Context: an optimization exercise on an open-source flow, tuned for small area, a short achievable clock period and few clock cycles per item. The choices shown serve that exercise and are no tape-out recipe. Function was checked by simulation only, so behaviour that the tests miss may differ from the original.

Design geofence, start of the top module:
module geofence (clk, reset, X, Y, R, valid, is_inside);
input clk;
input reset;
input [9:0] X;
input [9:0] Y;
input [10:0] R;
output reg valid;
output reg is_inside;
reg [5:0] n;                        
wire [5:0] n_n = (n == 6'd37) ? 6'd0 : n + 6'd1;
reg [2:0] g;                        
wire [2:0] g_n = (n == 6'd37 || g == 3'd5) ? 3'd0 : g + 3'd1;
reg inph;
reg [30:0] ring [0:5];              
reg [9:0] X0, Y0;
integer k;
always @(posedge clk) begin
    for (k = 0; k < 5; k = k + 1) ring[k] <= ring[k+1];
    ring[5] <= inph ? {X, Y, R} : ring[0];
    if (n == 6'd0) begin X0 <= X; Y0 <= Y; end
end
function [2:0] posof;               
    input [2:0] j;
    input [2:0] gg;
    reg [3:0] d;
    begin
        d = {1'b0, j} + 4'd6 - {1'b0, gg};
        posof = (d >= 4'd6) ? d[2:0] - 3'd6 : d[2:0];
    end
endfunction
reg [2:0] rk1, rk2, rk3, rk4, rk5;
wire [2:0] rf1, rf2, rf3, rf4, rf5;    
function [2:0] lsel;                
    input [2:0] r;
    begin
        lsel = (rf1 == r) ? 3'd1 : (rf2 == r) ? 3'd2 : (rf3 == r) ? 3'd3 :
               (rf4 == r) ? 3'd4 : 3'd5;
    end
endfunction
reg [5:0] selA, selB;               
reg       amb;                      
wire      bef;
wire       sw = amb & ~bef;
wire [5:0] selBe = {selB[5:4], selB[3] | sw, selB[2] & ~sw, selB[1:0]};
reg [30:0] pA, pB;
integer kk;
always @(*) begin
    pA = 31'd0; pB = 31'd0;
    for (kk = 0; kk < 6; kk = kk + 1) begin
  ...
For scale: roughly 4400 cells after synthesis, roughly 510 flip-flops, ~35 I/O pins, ~0.037 mm2 of cells after synthesis.
export LEC_CHECK = 0
export ABC_AREA = 1
export CAP_MARGIN = 20
export CORE_MARGIN = 2
export CORE_UTILIZATION = 40
export CTS_CLUSTER_DIAMETER = 100
export CTS_CLUSTER_SIZE = 20
export SLEW_MARGIN = 20
create_clock -name core_clock -period 25.0 [get_ports {clk}]
standard.sh (not shown) runs the stock make flow with config.mk's settings and CLKGATE_MAP_FILE= SYNTH_SCRIPT=/design/flow/synth_recipe.tcl, a recipe that flattens the netlist after the stock synthesis.
==> flow/flow/run.sh <==
#!/bin/bash
# Standard ORFS layout at the design's clock and constraints, with two changes:
# the ports are buffered with a plain buf_2 (instead of the delay buffer
# buffer_ports picks by default), and repair_timing is asked for 19 ns of
# setup margin so that it also works on paths that already meet the clock.
set -euo pipefail
export BUFFER_PORTS_ARGS="-buffer_cell sky130_fd_sc_hd__buf_2"
export SETUP_SLACK_MARGIN=19
bash standard.sh > standard.log 2>&1
Testbench counts at the start, summed over its fixed seeds: cycles 60,800, items 1,600.
Then changed:
--- a/flow/design.v
+++ b/flow/design.v
@@ -196,50 +196,33 @@
     qout <= s3[9:0];
 end
 reg [9:0]  aq0, aq1, aq2, aq3;      
 wire [9:0]  acur = asel[0] ? aq0 : asel[1] ? aq1 : asel[2] ? aq2 : aq3;
 reg  [10:0] ri, rj;                 
 wire [10:0] cs_s = {1'b0, acur} ^ ri ^ rj;
 wire [10:0] cs_c = ({1'b0, acur} & ri) | ({1'b0, acur} & rj) | (ri & rj);
-wire [10:0] ssum, e1n, e2n, e3n, dx, dy, rax, rby, ray, rbx, shy;
-wire [11:0] shx;
+wire [10:0] ssum, e12, e3n, x1, y1, y2;
+wire [11:0] x2;
 wire [21:0] Asum;
 wire        ge;
 bk11 u_ss (.a(cs_s), .b({cs_c[9:0], 1'b0}), .cin(1'b0), .s(ssum), .co());
 wire [9:0]  Sn = ssum[10:1];
-bk11 u_e1 (.a({1'b0, Sn}), .b(~{1'b0, acur}),    .cin(1'b1), .s(e1n), .co());
-bk11 u_e2 (.a({1'b0, Sn}), .b(~ri),              .cin(1'b1), .s(e2n), .co());
+bk11 u_e12 (.a({1'b0, Sn}), .b(~(eph ? ri : {1'b0, acur})), .cin(1'b1), .s(e12), .co());
 bk11 u_e3 (.a({1'b0, Sn}), .b(~{1'b0, rj[9:0]}), .cin(1'b1), .s(e3n), .co());
-bk11 u_dx (.a({1'b0, ax}), .b(~{1'b0, bx}), .cin(1'b1), .s(dx), .co());
-bk11 u_dy (.a({1'b0, ay}), .b(~{1'b0, by}), .cin(1'b1), .s(dy), .co());
-bk11 u_rax (.a({1'b0, ax}), .b(~{1'b0, X0}), .cin(1'b1), .s(rax), .co());
-bk11 u_rby (.a({1'b0, by}), .b(~{1'b0, Y0}), .cin(1'b1), .s(rby), .co());
-bk11 u_ray (.a({1'b0, ay}), .b(~{1'b0, Y0}), .cin(1'b1), .s(ray), .co());
-bk11 u_rbx (.a({1'b0, bx}), .b(~{1'b0, X0}), .cin(1'b1), .s(rbx), .co());
-bk12 u_shx (.a({2'b00, ax}), .b({2'b00, bx}), .cin(1'b0), .s(shx), .co());
-bk11 u_shy (.a({1'b0, by}), .b(~{1'b0, ay}), .cin(1'b1), .s(shy), .co());
+bk11 u_x1 (.a({1'b0, ax}), .b(~{1'b0, sload ? X0 : bx}), .cin(1'b1), .s(x1), .co());
+bk11 u_y1 (.a({1'b0, ay}), .b(~{1'b0, sload ? Y0 : by}), .cin(1'b1), .s(y1), .co());
+bk11 u_y2 (.a({1'b0, by}), .b(~{1'b0, sload ? Y0 : ay}), .cin(1'b1), .s(y2), .co());
+bk12 u_x2 (.a({2'b00, bx}), .b(sload ? ~{2'b00, X0} : {2'b00, ax}), .cin(sload), .s(x2), .co());
 bk22 u_A (.a(A), .b(m2r), .cin(1'b0), .s(Asum), .co());
 bk22 u_ge (.a({1'b0, A[21:1]}), .b(~m1), .cin(1'b1), .s(), .co(ge));
 always @(posedge clk) begin
-    if (sload) begin
-        oa1 <= rax; ob1 <= rby; oa2 <= {ray[10], ray}; ob2 <= rbx;
-    end
-    if (aph) begin
-        oa1 <= dx; ob1 <= dx; oa2 <= {dy[10], dy}; ob2 <= dy;
-    end
-    if (sph) begin
-        oa1 <= {1'b0, Sn}; ob1 <= e1n;
-        oa2 <= shx; ob2 <= shy;
-    end
-    if (eph) begin
-        oa2 <= {e2n[10], e2n}; ob2 <= e3n;
-    end
-    if (uvl) begin
-        oa1 <= {1'b0, qout}; ob1 <= {1'b0, s3[9:0]};
-    end
+    oa1 <= (sload | aph) ? x1 : uvl ? {1'b0, qout} : {1'b0, Sn};
+    ob1 <= sload ? y2 : aph ? x1 : uvl ? {1'b0, s3[9:0]} : e12;
+    oa2 <= (sload | aph) ? {y1[10], y1} : eph ? {e12[10], e12} : x2;
+    ob2 <= sload ? x2[10:0] : aph ? y1 : eph ? e3n : y2;
     m1r <= m1[21:0];
     if (rld) begin ri <= ar; rj <= br; end
     m2r <= m2[21:0];
     if (aqsh) begin aq0 <= qout; aq1 <= aq0; aq2 <= aq1; aq3 <= aq2; end
     if (n <= 6'd13) begin A <= 22'd0; T <= 22'd0; end
     else begin
         if (aacc) A <= Asum;
Final cell count decreases by a few percent.
Design area decreases by a few percent.
Routed wire length decreases by a little under a tenth.
Non-clock buffer count decreases by 27.
Testbench counts after the change, summed over its fixed seeds: cycles 60,800, items 1,600.

* * *

Another version of the RTL of geofence (not shown whole).
Size in the first run: about 5000 cells after synthesis, ~35 I/O pins, roughly 0.038 mm^2 of cells after synthesis.
Settings: LEC_CHECK=0, ABC_AREA=1, CAP_MARGIN=20, CORE_MARGIN=2, CORE_UTILIZATION=40, SLEW_MARGIN=20; clock period 25.0 ns.
Scripts as last shown in full above: flow/flow/run.sh
Testbench counts at the start, summed over its fixed seeds: cycles 62,400, items 1,600.
Rerun with:
--- a/flow/design.v
+++ b/flow/design.v
@@ -76,25 +76,31 @@
         3'd3: qsel = lsel(3'd2);
         3'd4: qsel = lsel(3'd3);
         3'd5: qsel = lsel(3'd4);
         default: qsel = 3'd0;
     endcase
 endfunction
 wire [5:0] cn = n_n - 6'd15;        
-reg  [2:0] kA_n;                    
-reg  [2:0] jA_n, jB_n;
+wire [5:0] n_nn = (n_n == 6'd38) ? 6'd0 : n_n + 6'd1;
+wire [5:0] cn2 = n_nn - 6'd15;
+reg  [2:0] kA2;
+reg  [2:0] mA, mB;                  
+reg  [5:0] prn;                     
+reg        srtn;
 always @(*) begin
-    kA_n = (cn <= 6'd5) ? cn[2:0] : cn[0] ? cn[3:1] - 3'd2 : cn[3:1] - 3'd3;
-    if (n_n >= 6'd3 && n_n <= 6'd12) begin
-        {jA_n, jB_n} = pairof(n_n);
-    end else begin
-        jA_n = qsel(kA_n);
-        jB_n = qsel(kA_n + 3'd1);
-    end
+    kA2 = (cn2 <= 6'd5) ? cn2[2:0] : cn2[0] ? cn2[3:1] - 3'd2 : cn2[3:1] - 3'd3;
+end
+always @(posedge clk) begin
+    mA <= kA2;
+    mB <= kA2 + 3'd1;
+    prn <= pairof(n_nn);
+    srtn <= (n_nn >= 6'd3) && (n_nn <= 6'd12);
 end
+wire [2:0] jA_n = srtn ? prn[5:3] : qsel(mA);
+wire [2:0] jB_n = srtn ? prn[2:0] : qsel(mB);
 wire cph_n = (n_n >= 6'd15);
 always @(posedge clk or posedge reset) begin
     if (reset) begin
         n <= 6'd0; g <= 3'd0; inph <= 1'b1; valid <= 1'b0;
     end else begin
         n <= n_n; g <= g_n;
         inph <= (n_n <= 6'd5);
@@ -127,15 +133,15 @@
 end
 reg  [10:0] oa1, ob1, ob2;
 reg  [11:0] oa2;
 reg  [21:0] m1r;
 reg  [21:0] A, T;
 reg  [21:0] m2r;
 wire [21:0] m1, m2;
-mul_s11x11a u_m1 (.a(oa1), .b(ob1), .c(tsel ? T : 22'd0), .p(m1));    
+mul_s11x11a u_m1 (.a(oa1), .b(tsel ? {1'b0, qout} : ob1), .c(tsel ? T : 22'd0), .p(m1));    
 mul_s12x11 u_m2 (.a(oa2), .b(ob2), .p(m2));
 wire signed [21:0] sm1r = m1r, sm2r = m2r;
 wire bef = sm1r > sm2r;             
 always @(posedge clk) begin
     if (n <= 6'd3) begin
         rk1 <= 3'd0; rk2 <= 3'd0; rk3 <= 3'd0; rk4 <= 3'd0; rk5 <= 3'd0;
     end else begin
@@ -212,15 +218,15 @@
         oa1 <= {1'b0, Sn}; ob1 <= e1n;
         oa2 <= {2'b00, ax} + {2'b00, bx}; ob2 <= {1'b0, by} - {1'b0, ay};
     end
     if (eph) begin
         oa2 <= {e2n[10], e2n}; ob2 <= e3n;
     end
     if (uvl) begin
-        oa1 <= {1'b0, qout}; ob1 <= {1'b0, s3[9:0]};
+        oa1 <= {1'b0, qout};
     end
     m1r <= m1[21:0];
     if (rld) begin ri <= ar; rj <= br; end
     m2r <= m2[21:0];
     if (aqsh) begin aq0 <= qout; aq1 <= aq0; aq2 <= aq1; aq3 <= aq2; end
     if (n <= 6'd14) begin A <= 22'd0; T <= 22'd0; end
     else begin
After rerunning:
- synthesized cell count goes up by a few percent
- cell area is higher slightly
- area after synthesis rose slightly
- routed wire length grows by a few percent
- global-route usage went up by 0.44 points
Testbench counts after the change, summed over its fixed seeds: cycles 62,400, items 1,600.

-- static timing again, ports no longer ideal --
No port has a modelled driver above. Below, the same layouts with a new extraction and two added sets of constraints. Step 1 assumes that a clkbuf_16 drives the clock port and a buf_2 every other input. Step 2 adds t to the input delays and takes it off the output delays; t is the mean of the earliest and latest rising clock arrival at the registers after step 1. Input paths then give back, and output paths get back, about the clock's delay inside the block. a / b / c = ideal ports / drivers / drivers and shift; a / b = the first two.
| run | t, ns | setup slack, ns | worst hold slack (ns) | latest minus earliest clock arrival (ns) | slew at the worst register clock pin (ns) |
|---|---|---|---|---|---|
| the first run of note 1 | 0.651 | 18.925 / 18.858 / 19.197 | 0.330 / 0.330 / 0.330 | 0.044 / 0.044 | 0.09 / 0.09 |
| the second run of note 1 | 0.623 | 18.901 / 18.845 / 19.206 | 0.332 / 0.332 / 0.332 | 0.038 / 0.037 | 0.09 / 0.09 |
| the first run of note 2 | 0.726 | 18.693 / 18.625 / 19.239 | 0.326 / 0.326 / 0.326 | 0.055 / 0.055 | 0.07 / 0.07 |
| the second run of note 2 | 0.734 | 18.726 / 18.653 / 18.794 | 0.325 / 0.325 / 0.325 | 0.061 / 0.061 | 0.07 / 0.07 |
After both steps every run listed still meets setup and hold.
